Context: an optimization exercise on an open-source flow, tuned for small area, a short achievable clock period and few clock cycles per item. The choices shown serve that exercise and are no tape-out recipe.
For this run, only the layout was checked, not whether the RTL still works.

$ cat flow/config.mk
export PLATFORM = sky130hd
export DESIGN_NAME = CordicAccelerator
export DESIGN_NICKNAME = CordicAccelerator
export VERILOG_FILES = /design/flow/design.v
export SDC_FILE = /design/flow/constraint.sdc
export NUM_CORES = 8
export LEC_CHECK = 0
export CAP_MARGIN = 20
export CORE_MARGIN = 2
export CORE_UTILIZATION = 60
export SETUP_SLACK_MARGIN = 2.0
export SLEW_MARGIN = 20
$ cat flow/constraint.sdc
create_clock -name core_clock -period 6.0 [get_ports {clock}]
set_input_delay 1.2000 -clock core_clock [delete_from_list [all_inputs] [get_ports {clock}]]
set_output_delay 1.2000 -clock core_clock [all_outputs]
set_load 0.01 [all_outputs]
$ cat flow/design.v
module CordicAccelerator(
  input         clock,
  input         reset,
  input         cmd_valid,
  output        cmd_ready,
  input  [6:0]  cmd_funct,
  input  [4:0]  cmd_rd,
  input  [63:0] cmd_rs1,
  input  [63:0] cmd_rs2,
  output        resp_valid,
  input         resp_ready,
  output [4:0]  resp_rd,
  output [63:0] resp_data,
  output        busy
);
  function [31:0] addc(input [31:0] a, input [31:0] b, input c);
    reg [31:0] g, p, gg, pp, gn, pn;
    integer k, l;
    begin
      g = a & b;
      p = a ^ b;
      gg = g;
      pp = p;
      gg[0] = g[0] | (p[0] & c);
      pp[0] = 1'b0;
      for (l = 0; l < 5; l = l + 1) begin
        gn = gg;
        pn = pp;
        for (k = 0; k < 32; k = k + 1)
          if (k[l]) begin
            gn[k] = gg[k] | (pp[k] & gg[((k >> l) << l) - 1]);
            pn[k] = pp[k] & pp[((k >> l) << l) - 1];
          end
        gg = gn;
        pp = pn;
      end
      addc = p ^ {gg[30:0], c};
    end
  endfunction
  wire recirc;    
  wire [31:0] res;
  wire [4:0] end_rd;
  wire take;      
  assign cmd_ready = take;
  wire accept = cmd_valid & take;
  wire [31:0] z0 = cmd_rs2[31:0];
  wire z0_fits = (z0[31:17] == {15{z0[31]}});
  wire [17:0] zc0 = z0_fits ? z0[17:0] : {z0[31], {17{~z0[31]}}};
  wire d1 = zc0[17];
  wire [31:0] xg4 = cmd_rs1[31:0] & {32{~1'b0}};
  wire [31:0] x2 = cmd_rs1[31:0];
  wire [31:0] y3 = (xg4 ^ {32{d1}}) + {31'd0, d1};
  wire [17:0] zs5 = d1 ? zc0 + 18'd51472 : zc0 - 18'd51472;
  wire [16:0] z6 = (zs5[17:16] == {2{zs5[17]}}) ? zs5[16:0] : {zs5[17], {16{~zs5[17]}}};
  reg [31:0] p1_x;
  reg [31:0] p1_y;
  reg [16:0] p1_z;
  reg [4:0] p1_rd;
  reg p1_fn, p1_dn, p1_v;
  always @(posedge clock) begin
    if (reset) p1_v <= 1'b0;
    else p1_v <= accept | recirc;
    p1_x <= recirc ? res : x2;
    p1_y <= y3 & {32{~recirc}};
    p1_z <= z6;
    p1_rd <= recirc ? end_rd : cmd_rd;
    p1_fn <= ~recirc & cmd_funct[0];
    p1_dn <= recirc;
  end
  wire d7 = p1_z[16];
  wire [31:0] ys10 = $signed(p1_y) >>> 1;
  wire [31:0] xs11 = $signed(p1_x) >>> 1;
  wire ga12 = d7 & ~p1_dn;
  wire [31:0] x8 = addc(p1_x, (ys10 ^ {32{~d7}}), ~d7);
  wire [31:0] y9 = addc(p1_y, ((xs11 ^ {32{d7}}) & {32{~p1_dn}}), ga12);
  wire [16:0] zs13 = d7 ? p1_z + 17'd30386 : p1_z - 17'd30386;
  wire [15:0] z14 = (zs13[16:15] == {2{zs13[16]}}) ? zs13[15:0] : {zs13[16], {15{~zs13[16]}}};
  reg [31:0] p2_x, p2_y;
  reg [4:0] p2_rd;
  reg p2_fn, p2_dn, p2_v;
  reg [15:0] p2_z;
  always @(posedge clock) begin
    if (reset) p2_v <= 1'b0;
    else p2_v <= p1_v;
    p2_x <= x8;
    p2_y <= y9;
    p2_rd <= p1_rd;
    p2_fn <= p1_fn;
    p2_dn <= p1_dn;
    p2_z <= z14;
  end
  wire d15 = p2_z[15];
  wire [31:0] ys18 = $signed(p2_y) >>> 2;
  wire [31:0] xs19 = $signed(p2_x) >>> 2;
  wire ga20 = d15 & ~p2_dn;
  wire [31:0] x16 = addc(p2_x, (ys18 ^ {32{~d15}}), ~d15);
  wire [31:0] y17 = addc(p2_y, ((xs19 ^ {32{d15}}) & {32{~p2_dn}}), ga20);
  wire [15:0] zs21 = d15 ? p2_z + 16'd16055 : p2_z - 16'd16055;
  wire [14:0] z22 = (zs21[15:14] == {2{zs21[15]}}) ? zs21[14:0] : {zs21[15], {14{~zs21[15]}}};
  reg [31:0] p3_x, p3_y;
  reg [4:0] p3_rd;
  reg p3_fn, p3_dn, p3_v;
  reg [14:0] p3_z;
  always @(posedge clock) begin
    if (reset) p3_v <= 1'b0;
    else p3_v <= p2_v;
    p3_x <= x16;
    p3_y <= y17;
    p3_rd <= p2_rd;
    p3_fn <= p2_fn;
    p3_dn <= p2_dn;
    p3_z <= z22;
  end
  wire d23 = p3_z[14];
  wire [31:0] ys26 = $signed(p3_y) >>> 3;
  wire [31:0] xs27 = $signed(p3_x) >>> 3;
  wire ga28 = d23 & ~p3_dn;
  wire [31:0] x24 = addc(p3_x, (ys26 ^ {32{~d23}}), ~d23);
  wire [31:0] y25 = addc(p3_y, ((xs27 ^ {32{d23}}) & {32{~p3_dn}}), ga28);
  wire [14:0] zs29 = d23 ? p3_z + 15'd8150 : p3_z - 15'd8150;
  wire [13:0] z30 = (zs29[14:13] == {2{zs29[14]}}) ? zs29[13:0] : {zs29[14], {13{~zs29[14]}}};
  reg [31:0] p4_x, p4_y;
  reg [4:0] p4_rd;
  reg p4_fn, p4_dn, p4_v;
  reg [13:0] p4_z;
  always @(posedge clock) begin
    if (reset) p4_v <= 1'b0;
    else p4_v <= p3_v;
    p4_x <= x24;
    p4_y <= y25;
    p4_rd <= p3_rd;
    p4_fn <= p3_fn;
    p4_dn <= p3_dn;
    p4_z <= z30;
  end
  wire d31 = p4_z[13];
  wire [31:0] ys34 = $signed(p4_y) >>> 4;
  wire [31:0] xs35 = $signed(p4_x) >>> 4;
  wire ga36 = d31 & ~p4_dn;
  wire [31:0] x32 = addc(p4_x, (ys34 ^ {32{~d31}}), ~d31);
  wire [31:0] y33 = addc(p4_y, ((xs35 ^ {32{d31}}) & {32{~p4_dn}}), ga36);
  wire [13:0] zs37 = d31 ? p4_z + 14'd4091 : p4_z - 14'd4091;
  wire [12:0] z38 = (zs37[13:12] == {2{zs37[13]}}) ? zs37[12:0] : {zs37[13], {12{~zs37[13]}}};
  reg [31:0] p5_x, p5_y;
  reg [4:0] p5_rd;
  reg p5_fn, p5_dn, p5_v;
  reg [12:0] p5_z;
  always @(posedge clock) begin
    if (reset) p5_v <= 1'b0;
    else p5_v <= p4_v;
    p5_x <= x32;
    p5_y <= y33;
    p5_rd <= p4_rd;
    p5_fn <= p4_fn;
    p5_dn <= p4_dn;
    p5_z <= z38;
  end
  wire d39 = p5_z[12];
  wire [31:0] ys42 = $signed(p5_y) >>> 5;
  wire [31:0] xs43 = $signed(p5_x) >>> 5;
  wire ga44 = d39 & ~p5_dn;
  wire [31:0] x40 = addc(p5_x, (ys42 ^ {32{~d39}}), ~d39);
  wire [31:0] y41 = addc(p5_y, ((xs43 ^ {32{d39}}) & {32{~p5_dn}}), ga44);
  wire [12:0] zs45 = d39 ? p5_z + 13'd2047 : p5_z - 13'd2047;
  wire [11:0] z46 = (zs45[12:11] == {2{zs45[12]}}) ? zs45[11:0] : {zs45[12], {11{~zs45[12]}}};
  reg [31:0] p6_x, p6_y;
  reg [4:0] p6_rd;
  reg p6_fn, p6_dn, p6_v;
  reg [11:0] p6_z;
  always @(posedge clock) begin
    if (reset) p6_v <= 1'b0;
    else p6_v <= p5_v;
    p6_x <= x40;
    p6_y <= y41;
    p6_rd <= p5_rd;
    p6_fn <= p5_fn;
    p6_dn <= p5_dn;
    p6_z <= z46;
  end
  wire d47 = p6_z[11];
  wire [31:0] ys50 = $signed(p6_y) >>> 6;
  wire [31:0] xs51 = $signed(p6_x) >>> 6;
  wire ga52 = d47 & ~p6_dn;
  wire [31:0] x48 = addc(p6_x, (ys50 ^ {32{~d47}}), ~d47);
  wire [31:0] y49 = addc(p6_y, ((xs51 ^ {32{d47}}) & {32{~p6_dn}}), ga52);
  wire [11:0] zs53 = d47 ? p6_z + 12'd1024 : p6_z - 12'd1024;
  wire [10:0] z54 = (zs53[11:10] == {2{zs53[11]}}) ? zs53[10:0] : {zs53[11], {10{~zs53[11]}}};
  reg [31:0] p7_x, p7_y;
  reg [4:0] p7_rd;
  reg p7_fn, p7_dn, p7_v;
  reg [10:0] p7_z;
  always @(posedge clock) begin
    if (reset) p7_v <= 1'b0;
    else p7_v <= p6_v;
    p7_x <= x48;
    p7_y <= y49;
    p7_rd <= p6_rd;
    p7_fn <= p6_fn;
    p7_dn <= p6_dn;
    p7_z <= z54;
  end
  wire d55 = p7_z[10];
  wire [31:0] ys58 = $signed(p7_y) >>> 7;
  wire [31:0] xs59 = $signed(p7_x) >>> 7;
  wire ga60 = d55 & ~p7_dn;
  wire [31:0] x56 = addc(p7_x, (ys58 ^ {32{~d55}}), ~d55);
  wire [31:0] y57 = addc(p7_y, ((xs59 ^ {32{d55}}) & {32{~p7_dn}}), ga60);
  wire [10:0] zs61 = d55 ? p7_z + 11'd512 : p7_z - 11'd512;
  wire [9:0] z62 = (zs61[10:9] == {2{zs61[10]}}) ? zs61[9:0] : {zs61[10], {9{~zs61[10]}}};
  reg [31:0] p8_x, p8_y;
  reg [4:0] p8_rd;
  reg p8_fn, p8_dn, p8_v;
  reg [9:0] p8_z;
  always @(posedge clock) begin
    if (reset) p8_v <= 1'b0;
    else p8_v <= p7_v;
    p8_x <= x56;
    p8_y <= y57;
    p8_rd <= p7_rd;
    p8_fn <= p7_fn;
    p8_dn <= p7_dn;
    p8_z <= z62;
  end
  wire d63 = p8_z[9];
  wire [31:0] ys66 = $signed(p8_y) >>> 8;
  wire [31:0] xs67 = $signed(p8_x) >>> 8;
  wire ga68 = d63 & ~p8_dn;
  wire [31:0] x64 = addc(p8_x, (ys66 ^ {32{~d63}}), ~d63);
  wire [31:0] y65 = addc(p8_y, ((xs67 ^ {32{d63}}) & {32{~p8_dn}}), ga68);
  wire [9:0] zs69 = d63 ? p8_z + 10'd256 : p8_z - 10'd256;
  wire [8:0] z70 = (zs69[9:8] == {2{zs69[9]}}) ? zs69[8:0] : {zs69[9], {8{~zs69[9]}}};
  reg [31:0] p9_x, p9_y;
  reg [4:0] p9_rd;
  reg p9_fn, p9_dn, p9_v;
  reg [8:0] p9_z;
  always @(posedge clock) begin
    if (reset) p9_v <= 1'b0;
    else p9_v <= p8_v;
    p9_x <= x64;
    p9_y <= y65;
    p9_rd <= p8_rd;
    p9_fn <= p8_fn;
    p9_dn <= p8_dn;
    p9_z <= z70;
  end
  wire d71 = p9_z[8];
  wire [31:0] ys74 = $signed(p9_y) >>> 9;
  wire [31:0] xs75 = $signed(p9_x) >>> 9;
  wire ga76 = d71 & ~p9_dn;
  wire [31:0] x72 = addc(p9_x, (ys74 ^ {32{~d71}}), ~d71);
  wire [31:0] y73 = addc(p9_y, ((xs75 ^ {32{d71}}) & {32{~p9_dn}}), ga76);
  wire [8:0] zs77 = d71 ? p9_z + 9'd128 : p9_z - 9'd128;
  wire [7:0] z78 = (zs77[8:7] == {2{zs77[8]}}) ? zs77[7:0] : {zs77[8], {7{~zs77[8]}}};
  reg [31:0] p10_x, p10_y;
  reg [4:0] p10_rd;
  reg p10_fn, p10_dn, p10_v;
  reg [7:0] p10_z;
  always @(posedge clock) begin
    if (reset) p10_v <= 1'b0;
    else p10_v <= p9_v;
    p10_x <= x72;
    p10_y <= y73;
    p10_rd <= p9_rd;
    p10_fn <= p9_fn;
    p10_dn <= p9_dn;
    p10_z <= z78;
  end
  wire d79 = p10_z[7];
  wire [31:0] ys82 = $signed(p10_y) >>> 10;
  wire [31:0] xs83 = $signed(p10_x) >>> 10;
  wire ga84 = d79 & ~p10_dn;
  wire [31:0] x80 = addc(p10_x, (ys82 ^ {32{~d79}}), ~d79);
  wire [31:0] y81 = addc(p10_y, ((xs83 ^ {32{d79}}) & {32{~p10_dn}}), ga84);
  wire [7:0] zs85 = d79 ? p10_z + 8'd64 : p10_z - 8'd64;
  wire [6:0] z86 = (zs85[7:6] == {2{zs85[7]}}) ? zs85[6:0] : {zs85[7], {6{~zs85[7]}}};
  reg [31:0] p11_x, p11_y;
  reg [4:0] p11_rd;
  reg p11_fn, p11_dn, p11_v;
  reg [6:0] p11_z;
  always @(posedge clock) begin
    if (reset) p11_v <= 1'b0;
    else p11_v <= p10_v;
    p11_x <= x80;
    p11_y <= y81;
    p11_rd <= p10_rd;
    p11_fn <= p10_fn;
    p11_dn <= p10_dn;
    p11_z <= z86;
  end
  wire d87 = p11_z[6];
  wire [31:0] ys90 = $signed(p11_y) >>> 11;
  wire [31:0] xs91 = $signed(p11_x) >>> 11;
  wire ga92 = d87 & ~p11_dn;
  wire [31:0] x88 = addc(p11_x, (ys90 ^ {32{~d87}}), ~d87);
  wire [31:0] y89 = addc(p11_y, ((xs91 ^ {32{d87}}) & {32{~p11_dn}}), ga92);
  wire [6:0] zs93 = d87 ? p11_z + 7'd32 : p11_z - 7'd32;
  wire [5:0] z94 = (zs93[6:5] == {2{zs93[6]}}) ? zs93[5:0] : {zs93[6], {5{~zs93[6]}}};
  reg [31:0] p12_x, p12_y;
  reg [4:0] p12_rd;
  reg p12_fn, p12_dn, p12_v;
  reg [5:0] p12_z;
  always @(posedge clock) begin
    if (reset) p12_v <= 1'b0;
    else p12_v <= p11_v;
    p12_x <= x88;
    p12_y <= y89;
    p12_rd <= p11_rd;
    p12_fn <= p11_fn;
    p12_dn <= p11_dn;
    p12_z <= z94;
  end
  wire d95 = p12_z[5];
  wire [31:0] ys98 = $signed(p12_y) >>> 12;
  wire [31:0] xs99 = $signed(p12_x) >>> 12;
  wire ga100 = d95 & ~p12_dn;
  wire [31:0] x96 = addc(p12_x, (ys98 ^ {32{~d95}}), ~d95);
  wire [31:0] y97 = addc(p12_y, ((xs99 ^ {32{d95}}) & {32{~p12_dn}}), ga100);
  wire [5:0] zs101 = d95 ? p12_z + 6'd16 : p12_z - 6'd16;
  wire [4:0] z102 = (zs101[5:4] == {2{zs101[5]}}) ? zs101[4:0] : {zs101[5], {4{~zs101[5]}}};
  reg [31:0] p13_x, p13_y;
  reg [4:0] p13_rd;
  reg p13_fn, p13_dn, p13_v;
  reg [4:0] p13_z;
  always @(posedge clock) begin
    if (reset) p13_v <= 1'b0;
    else p13_v <= p12_v;
    p13_x <= x96;
    p13_y <= y97;
    p13_rd <= p12_rd;
    p13_fn <= p12_fn;
    p13_dn <= p12_dn;
    p13_z <= z102;
  end
  wire d103 = p13_z[4];
  wire [31:0] ys106 = $signed(p13_y) >>> 13;
  wire [31:0] xs107 = $signed(p13_x) >>> 13;
  wire ga108 = d103 & ~p13_dn;
  wire [31:0] x104 = addc(p13_x, (ys106 ^ {32{~d103}}), ~d103);
  wire [31:0] y105 = addc(p13_y, ((xs107 ^ {32{d103}}) & {32{~p13_dn}}), ga108);
  wire [4:0] zs109 = d103 ? p13_z + 5'd8 : p13_z - 5'd8;
  wire [3:0] z110 = (zs109[4:3] == {2{zs109[4]}}) ? zs109[3:0] : {zs109[4], {3{~zs109[4]}}};
  reg [31:0] p14_x, p14_y;
  reg [4:0] p14_rd;
  reg p14_fn, p14_dn, p14_v;
  reg [3:0] p14_z;
  always @(posedge clock) begin
    if (reset) p14_v <= 1'b0;
    else p14_v <= p13_v;
    p14_x <= x104;
    p14_y <= y105;
    p14_rd <= p13_rd;
    p14_fn <= p13_fn;
    p14_dn <= p13_dn;
    p14_z <= z110;
  end
  wire d111 = p14_z[3];
  wire [31:0] ys114 = $signed(p14_y) >>> 14;
  wire [31:0] xs115 = $signed(p14_x) >>> 14;
  wire ga116 = d111 & ~p14_dn;
  wire [31:0] x112 = addc(p14_x, (ys114 ^ {32{~d111}}), ~d111);
  wire [31:0] y113 = addc(p14_y, ((xs115 ^ {32{d111}}) & {32{~p14_dn}}), ga116);
  wire [3:0] zs117 = d111 ? p14_z + 4'd4 : p14_z - 4'd4;
  wire [2:0] z118 = (zs117[3:2] == {2{zs117[3]}}) ? zs117[2:0] : {zs117[3], {2{~zs117[3]}}};
  reg [31:0] p15_x, p15_y;
  reg [4:0] p15_rd;
  reg p15_fn, p15_dn, p15_v;
  reg [2:0] p15_z;
  always @(posedge clock) begin
    if (reset) p15_v <= 1'b0;
    else p15_v <= p14_v;
    p15_x <= x112;
    p15_y <= y113;
    p15_rd <= p14_rd;
    p15_fn <= p14_fn;
    p15_dn <= p14_dn;
    p15_z <= z118;
  end
  wire d119 = p15_z[2];
  wire [31:0] ys122 = $signed(p15_y) >>> 15;
  wire [31:0] xs123 = $signed(p15_x) >>> 15;
  wire ga124 = d119 & ~p15_dn;
  wire [31:0] x120 = addc(p15_x, (ys122 ^ {32{~d119}}), ~d119);
  wire [31:0] y121 = addc(p15_y, ((xs123 ^ {32{d119}}) & {32{~p15_dn}}), ga124);
  wire [2:0] zs125 = d119 ? p15_z + 3'd2 : p15_z - 3'd2;
  wire [1:0] z126 = (zs125[2:1] == {2{zs125[2]}}) ? zs125[1:0] : {zs125[2], {1{~zs125[2]}}};
  reg [31:0] p16_x, p16_y;
  reg [4:0] p16_rd;
  reg p16_fn, p16_dn, p16_v;
  reg [1:0] p16_z;
  always @(posedge clock) begin
    if (reset) p16_v <= 1'b0;
    else p16_v <= p15_v;
    p16_x <= x120;
    p16_y <= y121;
    p16_rd <= p15_rd;
    p16_fn <= p15_fn;
    p16_dn <= p15_dn;
    p16_z <= z126;
  end
  wire d127 = p16_z[1];
  wire [31:0] ys130 = $signed(p16_y) >>> 16;
  wire [31:0] xs131 = $signed(p16_x) >>> 16;
  wire ga132 = d127 & ~p16_dn;
  wire [31:0] x128 = addc(p16_x, (ys130 ^ {32{~d127}}), ~d127);
  wire [31:0] y129 = addc(p16_y, ((xs131 ^ {32{d127}}) & {32{~p16_dn}}), ga132);
  wire [1:0] zs133 = d127 ? p16_z + 2'd1 : p16_z - 2'd1;
  wire z134 = zs133[1];
  reg [31:0] p17_x, p17_y;
  reg [4:0] p17_rd;
  reg p17_fn, p17_dn, p17_v;
  reg p17_z;
  always @(posedge clock) begin
    if (reset) p17_v <= 1'b0;
    else p17_v <= p16_v;
    p17_x <= x128;
    p17_y <= y129;
    p17_rd <= p16_rd;
    p17_fn <= p16_fn;
    p17_dn <= p16_dn;
    p17_z <= z134;
  end
  wire d135 = p17_z;
  wire [31:0] ys138 = $signed(p17_y) >>> 17;
  wire [31:0] xs139 = $signed(p17_x) >>> 17;
  wire ga140 = d135 & ~p17_dn;
  wire [31:0] x136 = addc(p17_x, (ys138 ^ {32{~d135}}), ~d135);
  wire [31:0] y137 = addc(p17_y, ((xs139 ^ {32{d135}}) & {32{~p17_dn}}), ga140);
  reg [31:0] p18_x, p18_y;
  reg [4:0] p18_rd;
  reg p18_fn, p18_dn, p18_v;
  reg p18_d;
  always @(posedge clock) begin
    if (reset) p18_v <= 1'b0;
    else p18_v <= p17_v;
    p18_x <= x136;
    p18_y <= y137;
    p18_rd <= p17_rd;
    p18_fn <= p17_fn;
    p18_dn <= p17_dn;
    p18_d <= d135;
  end
  wire [31:0] ys143 = $signed(p18_y) >>> 18;
  wire [31:0] xs144 = $signed(p18_x) >>> 18;
  wire ga145 = p18_d & ~p18_dn;
  wire [31:0] x141 = addc(p18_x, (ys143 ^ {32{~p18_d}}), ~p18_d);
  wire [31:0] y142 = addc(p18_y, ((xs144 ^ {32{p18_d}}) & {32{~p18_dn}}), ga145);
  reg [31:0] p19_x, p19_y;
  reg [4:0] p19_rd;
  reg p19_fn, p19_dn, p19_v;
  reg p19_d;
  always @(posedge clock) begin
    if (reset) p19_v <= 1'b0;
    else p19_v <= p18_v;
    p19_x <= x141;
    p19_y <= y142;
    p19_rd <= p18_rd;
    p19_fn <= p18_fn;
    p19_dn <= p18_dn;
    p19_d <= p18_d;
  end
  wire [31:0] ys148 = $signed(p19_y) >>> 19;
  wire [31:0] xs149 = $signed(p19_x) >>> 19;
  wire ga150 = p19_d & ~p19_dn;
  wire [31:0] x146 = addc(p19_x, (ys148 ^ {32{~p19_d}}), ~p19_d);
  wire [31:0] y147 = addc(p19_y, ((xs149 ^ {32{p19_d}}) & {32{~p19_dn}}), ga150);
  reg [31:0] p20_x, p20_y;
  reg [4:0] p20_rd;
  reg p20_fn, p20_dn, p20_v;
  reg p20_d;
  always @(posedge clock) begin
    if (reset) p20_v <= 1'b0;
    else p20_v <= p19_v;
    p20_x <= x146;
    p20_y <= y147;
    p20_rd <= p19_rd;
    p20_fn <= p19_fn;
    p20_dn <= p19_dn;
    p20_d <= p19_d;
  end
  wire [31:0] ys153 = $signed(p20_y) >>> 20;
  wire [31:0] xs154 = $signed(p20_x) >>> 20;
  wire ga155 = p20_d & ~p20_dn;
  wire [31:0] x151 = addc(p20_x, (ys153 ^ {32{~p20_d}}), ~p20_d);
  wire [31:0] y152 = addc(p20_y, ((xs154 ^ {32{p20_d}}) & {32{~p20_dn}}), ga155);
  reg [31:0] p21_x, p21_y;
  reg [4:0] p21_rd;
  reg p21_fn, p21_dn, p21_v;
  reg p21_d;
  always @(posedge clock) begin
    if (reset) p21_v <= 1'b0;
    else p21_v <= p20_v;
    p21_x <= x151;
    p21_y <= y152;
    p21_rd <= p20_rd;
    p21_fn <= p20_fn;
    p21_dn <= p20_dn;
    p21_d <= p20_d;
  end
  wire [31:0] ys158 = $signed(p21_y) >>> 21;
  wire [31:0] xs159 = $signed(p21_x) >>> 21;
  wire ga160 = p21_d & ~p21_dn;
  wire [31:0] x156 = addc(p21_x, (ys158 ^ {32{~p21_d}}), ~p21_d);
  wire [31:0] y157 = addc(p21_y, ((xs159 ^ {32{p21_d}}) & {32{~p21_dn}}), ga160);
  reg [31:0] p22_x, p22_y;
  reg [4:0] p22_rd;
  reg p22_fn, p22_dn, p22_v;
  reg p22_d;
  always @(posedge clock) begin
    if (reset) p22_v <= 1'b0;
    else p22_v <= p21_v;
    p22_x <= x156;
    p22_y <= y157;
    p22_rd <= p21_rd;
    p22_fn <= p21_fn;
    p22_dn <= p21_dn;
    p22_d <= p21_d;
  end
  wire [31:0] ys163 = $signed(p22_y) >>> 22;
  wire [31:0] xs164 = $signed(p22_x) >>> 22;
  wire ga165 = p22_d & ~p22_dn;
  wire [31:0] x161 = addc(p22_x, (ys163 ^ {32{~p22_d}}), ~p22_d);
  wire [31:0] y162 = addc(p22_y, ((xs164 ^ {32{p22_d}}) & {32{~p22_dn}}), ga165);
  reg [31:0] p23_x, p23_y;
  reg [4:0] p23_rd;
  reg p23_fn, p23_dn, p23_v;
  reg p23_d;
  always @(posedge clock) begin
    if (reset) p23_v <= 1'b0;
    else p23_v <= p22_v;
    p23_x <= x161;
    p23_y <= y162;
    p23_rd <= p22_rd;
    p23_fn <= p22_fn;
    p23_dn <= p22_dn;
    p23_d <= p22_d;
  end
  wire [31:0] ys168 = $signed(p23_y) >>> 23;
  wire [31:0] xs169 = $signed(p23_x) >>> 23;
  wire ga170 = p23_d & ~p23_dn;
  wire [31:0] x166 = addc(p23_x, (ys168 ^ {32{~p23_d}}), ~p23_d);
  wire [31:0] y167 = addc(p23_y, ((xs169 ^ {32{p23_d}}) & {32{~p23_dn}}), ga170);
  reg [31:0] p24_x, p24_y;
  reg [4:0] p24_rd;
  reg p24_fn, p24_dn, p24_v;
  reg p24_d;
  always @(posedge clock) begin
    if (reset) p24_v <= 1'b0;
    else p24_v <= p23_v;
    p24_x <= x166;
    p24_y <= y167;
    p24_rd <= p23_rd;
    p24_fn <= p23_fn;
    p24_dn <= p23_dn;
    p24_d <= p23_d;
  end
  wire [31:0] ys173 = $signed(p24_y) >>> 24;
  wire [31:0] xs174 = $signed(p24_x) >>> 24;
  wire ga175 = p24_d & ~p24_dn;
  wire [31:0] x171 = addc(p24_x, (ys173 ^ {32{~p24_d}}), ~p24_d);
  wire [31:0] y172 = addc(p24_y, ((xs174 ^ {32{p24_d}}) & {32{~p24_dn}}), ga175);
  reg [31:0] p25_x, p25_y;
  reg [4:0] p25_rd;
  reg p25_fn, p25_dn, p25_v;
  reg p25_d;
  always @(posedge clock) begin
    if (reset) p25_v <= 1'b0;
    else p25_v <= p24_v;
    p25_x <= x171;
    p25_y <= y172;
    p25_rd <= p24_rd;
    p25_fn <= p24_fn;
    p25_dn <= p24_dn;
    p25_d <= p24_d;
  end
  wire [31:0] ys178 = $signed(p25_y) >>> 25;
  wire [31:0] xs179 = $signed(p25_x) >>> 25;
  wire ga180 = p25_d & ~p25_dn;
  wire [31:0] x176 = addc(p25_x, (ys178 ^ {32{~p25_d}}), ~p25_d);
  wire [31:0] y177 = addc(p25_y, ((xs179 ^ {32{p25_d}}) & {32{~p25_dn}}), ga180);
  reg [31:0] p26_x, p26_y;
  reg [4:0] p26_rd;
  reg p26_fn, p26_dn, p26_v;
  reg p26_d;
  always @(posedge clock) begin
    if (reset) p26_v <= 1'b0;
    else p26_v <= p25_v;
    p26_x <= x176;
    p26_y <= y177;
    p26_rd <= p25_rd;
    p26_fn <= p25_fn;
    p26_dn <= p25_dn;
    p26_d <= p25_d;
  end
  wire [31:0] ys183 = $signed(p26_y) >>> 26;
  wire [31:0] xs184 = $signed(p26_x) >>> 26;
  wire ga185 = p26_d & ~p26_dn;
  wire [31:0] x181 = addc(p26_x, (ys183 ^ {32{~p26_d}}), ~p26_d);
  wire [31:0] y182 = addc(p26_y, ((xs184 ^ {32{p26_d}}) & {32{~p26_dn}}), ga185);
  reg [31:0] p27_x, p27_y;
  reg [4:0] p27_rd;
  reg p27_fn, p27_dn, p27_v;
  reg p27_d;
  always @(posedge clock) begin
    if (reset) p27_v <= 1'b0;
    else p27_v <= p26_v;
    p27_x <= x181;
    p27_y <= y182;
    p27_rd <= p26_rd;
    p27_fn <= p26_fn;
    p27_dn <= p26_dn;
    p27_d <= p26_d;
  end
  wire [31:0] ys188 = $signed(p27_y) >>> 27;
  wire [31:0] xs189 = $signed(p27_x) >>> 27;
  wire ga190 = p27_d & ~p27_dn;
  wire [31:0] x186 = addc(p27_x, (ys188 ^ {32{~p27_d}}), ~p27_d);
  wire [31:0] y187 = addc(p27_y, ((xs189 ^ {32{p27_d}}) & {32{~p27_dn}}), ga190);
  reg [31:0] p28_x, p28_y;
  reg [4:0] p28_rd;
  reg p28_fn, p28_dn, p28_v;
  reg p28_d;
  always @(posedge clock) begin
    if (reset) p28_v <= 1'b0;
    else p28_v <= p27_v;
    p28_x <= x186;
    p28_y <= y187;
    p28_rd <= p27_rd;
    p28_fn <= p27_fn;
    p28_dn <= p27_dn;
    p28_d <= p27_d;
  end
  wire [31:0] ys193 = $signed(p28_y) >>> 28;
  wire [31:0] xs194 = $signed(p28_x) >>> 28;
  wire ga195 = p28_d & ~p28_dn;
  wire [31:0] x191 = addc(p28_x, (ys193 ^ {32{~p28_d}}), ~p28_d);
  wire [31:0] y192 = addc(p28_y, ((xs194 ^ {32{p28_d}}) & {32{~p28_dn}}), ga195);
  reg [31:0] p29_x, p29_y;
  reg [4:0] p29_rd;
  reg p29_fn, p29_dn, p29_v;
  reg p29_d;
  always @(posedge clock) begin
    if (reset) p29_v <= 1'b0;
    else p29_v <= p28_v;
    p29_x <= x191;
    p29_y <= y192;
    p29_rd <= p28_rd;
    p29_fn <= p28_fn;
    p29_dn <= p28_dn;
    p29_d <= p28_d;
  end
  wire [31:0] ys198 = $signed(p29_y) >>> 29;
  wire [31:0] xs199 = $signed(p29_x) >>> 29;
  wire ga200 = p29_d & ~p29_dn;
  wire [31:0] x196 = addc(p29_x, (ys198 ^ {32{~p29_d}}), ~p29_d);
  wire [31:0] y197 = addc(p29_y, ((xs199 ^ {32{p29_d}}) & {32{~p29_dn}}), ga200);
  reg [31:0] p30_x, p30_y;
  reg [4:0] p30_rd;
  reg p30_fn, p30_dn, p30_v;
  reg p30_d;
  always @(posedge clock) begin
    if (reset) p30_v <= 1'b0;
    else p30_v <= p29_v;
    p30_x <= x196;
    p30_y <= y197;
    p30_rd <= p29_rd;
    p30_fn <= p29_fn;
    p30_dn <= p29_dn;
    p30_d <= p29_d;
  end
  wire [31:0] ys203 = $signed(p30_y) >>> 30;
  wire [31:0] xs204 = $signed(p30_x) >>> 30;
  wire ga205 = p30_d & ~p30_dn;
  wire [31:0] x201 = addc(p30_x, (ys203 ^ {32{~p30_d}}), ~p30_d);
  wire [31:0] y202 = addc(p30_y, ((xs204 ^ {32{p30_d}}) & {32{~p30_dn}}), ga205);
  reg [31:0] p31_x, p31_y;
  reg [4:0] p31_rd;
  reg p31_fn, p31_dn, p31_v;
  reg p31_d;
  always @(posedge clock) begin
    if (reset) p31_v <= 1'b0;
    else p31_v <= p30_v;
    p31_x <= x201;
    p31_y <= y202;
    p31_rd <= p30_rd;
    p31_fn <= p30_fn;
    p31_dn <= p30_dn;
    p31_d <= p30_d;
  end
  wire [31:0] ys208 = $signed(p31_y) >>> 31;
  wire [31:0] xs209 = $signed(p31_x) >>> 31;
  wire ga210 = p31_d & ~p31_dn;
  wire [31:0] x206 = addc(p31_x, (ys208 ^ {32{~p31_d}}), ~p31_d);
  wire [31:0] y207 = addc(p31_y, ((xs209 ^ {32{p31_d}}) & {32{~p31_dn}}), ga210);
  assign res = p31_fn ? y207 : x206;
  assign end_rd = p31_rd;
  wire end_v = p31_v;
  reg [31:0] h_data, k_data;
  reg [4:0] h_rd, k_rd;
  reg hv, kv, busy_r;
  reg blocked;
  reg [4:0] wait_n;
  wire wait_0 = (wait_n == 5'd0);
  wire push = end_v & ~(hv & kv) & (~blocked | wait_0);
  assign recirc = end_v & ~push;
  assign take = ~recirc & ~blocked;
  wire pop = hv & resp_ready;
  wire h_load = ~hv | pop;
  wire hv_n = h_load ? (kv | push) : 1'b1;
  wire kv_n = h_load ? (kv & push) : (kv | push);
  wire inflight_n = hv_n | kv_n |
      (accept | recirc) |
      p1_v |
      p2_v |
      p3_v |
      p4_v |
      p5_v |
      p6_v |
      p7_v |
      p8_v |
      p9_v |
      p10_v |
      p11_v |
      p12_v |
      p13_v |
      p14_v |
      p15_v |
      p16_v |
      p17_v |
      p18_v |
      p19_v |
      p20_v |
      p21_v |
      p22_v |
      p23_v |
      p24_v |
      p25_v |
      p26_v |
      p27_v |
      p28_v |
      p29_v |
      p30_v;
  always @(posedge clock) begin
    if (reset) begin
      hv <= 1'b0;
      kv <= 1'b0;
      busy_r <= 1'b0;
      blocked <= 1'b0;
    end else begin
      hv <= hv_n;
      kv <= kv_n;
      busy_r <= inflight_n;
      if (recirc & (~blocked | wait_0))
        blocked <= 1'b1;
      else if (push & blocked)
        blocked <= 1'b0;
    end
    if (recirc & (~blocked | wait_0))
      wait_n <= 5'd30;
    else
      wait_n <= wait_n - 5'd1;
    if (h_load) begin
      h_data <= kv ? k_data : res;
      h_rd <= kv ? k_rd : end_rd;
    end
    if (h_load ? kv : ~kv) begin
      k_data <= res;
      k_rd <= end_rd;
    end
  end
  assign resp_valid = hv;
  assign resp_rd = h_rd;
  assign resp_data = {32'h0, h_data};
  assign busy = busy_r;
endmodule
$ cat flow/run.sh
#!/bin/bash
# synth_recipe.tcl (not shown) runs the flow's synth.tcl, then flattens the netlist and writes it again
# the make line also repeats each setting of config.mk as NAME=value (left out here)
make -C /OpenROAD-flow-scripts/flow DESIGN_CONFIG=/design/flow/config.mk WORK_HOME=/design/flow/orfs CLKGATE_MAP_FILE= SYNTH_SCRIPT=/design/flow/synth_recipe.tcl finish
==> flow_metrics.py <==
metrics = {
    "run_status": {
        "outcome": "timing/DRC/antenna clean",
    },
    "die": {
        "die_w_um": 490,
        "start_util": 0.603,
        "ios": 216,
        "row_count": 178,
        "die_y_um": 490,
        "coreArea_um2": 235000,
        "die_area_um2": 240000,
    },
    "worst_setup_path": {
        "critPathCaptureType": "register",
        "crit_required_ps": 6780,
        "crit_type": "in2reg",
        "cp-start-kind": "input pin",
        "critical-path-slowest-cell": "or4_4",
        "cp_top_family": "compound AO/OA/AOI/OAI gates",
        "critical_path_buf_inv_count": 3,
        "crit_path_max_fanout": 5,
        "cp_slowest_stage_delay_ps": 540,
        "crit_chain": "buf_6, or4_4, nor3_4, a21oi_4, o21ai_4, nand2_2, fa_2, a21o_1, a21oi_2, o21ai_2, a41oi_2, o21ai_2, o21a_1, o21a_1, or2_4, a211oi_4, buf_4, buf_12, o21ai_1",
        "worstPathArrival_ps": 4860,
    },
    "place": {
        "place_inst": 17674,
        "place.gp.congestion": 0.945,
        "numPortBuffers": 113,
        "place.detailed.hpwl_um": 285000,
        "dpl-instance-area_um2": 147000,
    },
    "timing": {
        "fin_hold_ws_ps": 317,
        "post-route-period-util": 0.680,
        "setup_viol": 0,
        "fmaxAchievable_mhz": 245,
        "final.min_clock_period_ps": 4080,
        "hold_viol": 0,
        "rsz0062_at_grt": "true",
        "fin_skew_ps": 59.7,
        "maxSlewHeadroom": 0.325,
        "worst_pin_slew_ps": 1000,
        "setup_tns_ps": 0,
        "drv_slew": 0,
    },
    "grt": {
        "antenna_found_initial": 18,
        "grt_pass1_vias": 104464,
        "overflow": 0,
        "grt_first_pass_wirelength_um": 562000,
        "grt_max_degree": 68,
        "grt_usage": 0.297,
    },
    "cells_and_area": {
        "finalInstanceArea_um2": 160000,
        "layout-drive-gt1-share": 0.0783,
        "final_common_cell": "dfxtp_1",
        "final_cells": 18347,
        "seq_area_um2": 50600,
        "fin_util": 0.679,
        "n_fill_cell": 18206,
        "final_cell_mix": "2353 x dfxtp_1, 1874 x ha_1, 1814 x xnor2_1",
        "areaGrowthSynthToFinish_pct": 12.7,
        "multi_input_area_um2": 88900,
        "final_nets": 17350,
    },
    "drt": {
        "drt_iter0_markers": 4867,
        "ant_nets": 0,
        "drt-total-wl_um": 364000,
        "drt-wirelength-per-cell_um": 19.8,
        "route.detailed.drc": 0,
        "dr.pass1.iters": 8,
        "vias_per_cell": 5.59,
        "vias": 102528,
    },
    "cts": {
        "numCtsBuffers": 284,
        "path_clk_slew_ps": 60,
        "cts.sinks": 2482,
        "cts_tree": "built",
        "worstSkewPairLatency_ps": 930,
        "clock_path_buffers": 4,
        "cts_root_buffer": "clkbuf_16",
        "htree_levels": 5,
    },
    "synthesis": {
        "ys_types": 93,
        "syn_area_per_cell_um2": 9.75,
        "async_reset_ff_frac": 0,
        "netlist_instances": 14529,
        "synth_seq_area_share": 0.356,
        "synthesis.area_um2": 142000,
        "ys_warn_count": 1,
        "synth_edf_count": 74,
        "synth-seq-cells": 2482,
        "synth-main-ff-cell": "dfxtp_1",
    },
    "job": {
        "drv_cap": 0,
    },
    "min_path": {
        "holdCritPathClass": "reg2reg",
    },
}
==> area by class of cell <==
type,count,share of cell area
Clock inverter,116,0.00881
Multi-Input combinational cell,11003,0.557
Inverter,833,0.0198
Tap cell,3150,0.0247
Timing Repair inverter,7,0.000329
Timing Repair Buffer,372,0.0221
Sequential cell,2482,0.317
Antenna cell,13,0.000204
Clock buffer,371,0.0498
==> layer usage <==
metal,part of all wire,GRT usage
met4,0.059,0.159
met2,0.51,0.542
met5,0.00017,0
met3,0.034,0.0380
met1,0.40,0.333
==> cells in the mapped netlist (54+ instances only) <==
master | n | area (um2)
a211oi_1 | 54 | 405
a21boi_0 | 59 | 443
a21o_1 | 537 | 4030
a21oi_1 | 873 | 4370
a31oi_1 | 108 | 676
and2_1 | 89 | 557
buf_1 | 62 | 233
clkbuf_1 | 148 | 556
dfxtp_1 | 2408 | 48200
edfxtp_1 | 74 | 2220
fa_1 | 347 | 6950
ha_1 | 1876 | 23500
inv_1 | 831 | 3120
nand2_1 | 513 | 1930
nand2b_1 | 219 | 1370
nand3_1 | 196 | 981
nand4_1 | 110 | 688
nor2_1 | 1413 | 5300
nor2b_1 | 208 | 1300
nor3_1 | 300 | 1500
o21a_1 | 288 | 2160
o21ai_0 | 473 | 2370
o21bai_1 | 80 | 601
or2_2 | 54 | 338
or3_1 | 68 | 425
xnor2_1 | 1834 | 16100
xor2_1 | 664 | 5820
==> metrics by stage <==
stage / setup slack [ps]
finish: 1920
global route: 1800
CTS: 1950
detailed placement: 367
global placement: 343
floorplan: 1260
==> path summary, 6_finish.rpt <==
kind,endpoint,cells past startpoint,startpoint,slack [ps]
worst max-delay path,p1_z[9],19,cmd_rs2[22],1920
worst min-delay path,p11_z[5],0,p10_z[5],320
worst max register to register,h_data[26],17,p31_d,2040
worst min register to register,p11_z[5],0,p10_z[5],320
==> cells by family (layout without fill, tap and decap cells) <==
family,Yosys count,count (layout),synth area share
buffers and inverters,1080,1699,0.0296
other,1,45,0.0000265
XOR/XNOR,2498,2499,0.154
AND/OR/NAND/NOR,3342,3346,0.111
multiplexers,55,55,0.00428
adder cells (fa/ha/maj),2223,2223,0.215
flip-flops,2482,2482,0.356
AO/OA/AOI/OAI,2848,2848,0.130
==> worst reg2reg max path, delay by kind of cell (launching register included) <==
kind | cells | cell delay [ps]
AOI/OAI and AO/OA | 6 | 1410
adders and majority gates | 2 | 530
muxes | 2 | 480
xor gates and xnor gates | 2 | 440
DFF | 1 | 390
and+or+nand+nor | 3 | 350
buffers and inverters | 2 | 140
==> what timing repair did <==
action,in CTS,in global routing
setup endpoints to repair,494,309
hold buffers,0,0
gates cloned,13,3
setup buffers,74,83
resized for setup,242,254
pin swaps,35,52

[re-timing with driven ports]
The results above use ideal ports. As a check the final layout listed here was re-extracted and re-timed, cells and wires unchanged. Step 1 (the two cells are an assumption about what drives the block):
set clk [get_ports {clock}]
set_driving_cell -lib_cell sky130_fd_sc_hd__clkbuf_16 $clk
set_driving_cell -lib_cell sky130_fd_sc_hd__buf_2 [delete_from_list [all_inputs] $clk]
Step 2 times the ports against the registers' clock, not the clock port: input delays grow and output delays shrink by t, the midpoint of the rising clock arrivals with the driver on. a / b / c = no drivers / after step 1 / after step 2; a / b = the first two.
t (ns): 0.988
setup WS [ns]: 1.918 / 1.978 / 0.990
worst setup path at the end: input to register
worst data-port slew with drivers (ns): 0.15
After both steps this run still meets setup and hold. For this run, drivers alone change the setup slack by +0.060 ns; drivers and shift together by -0.928 ns.
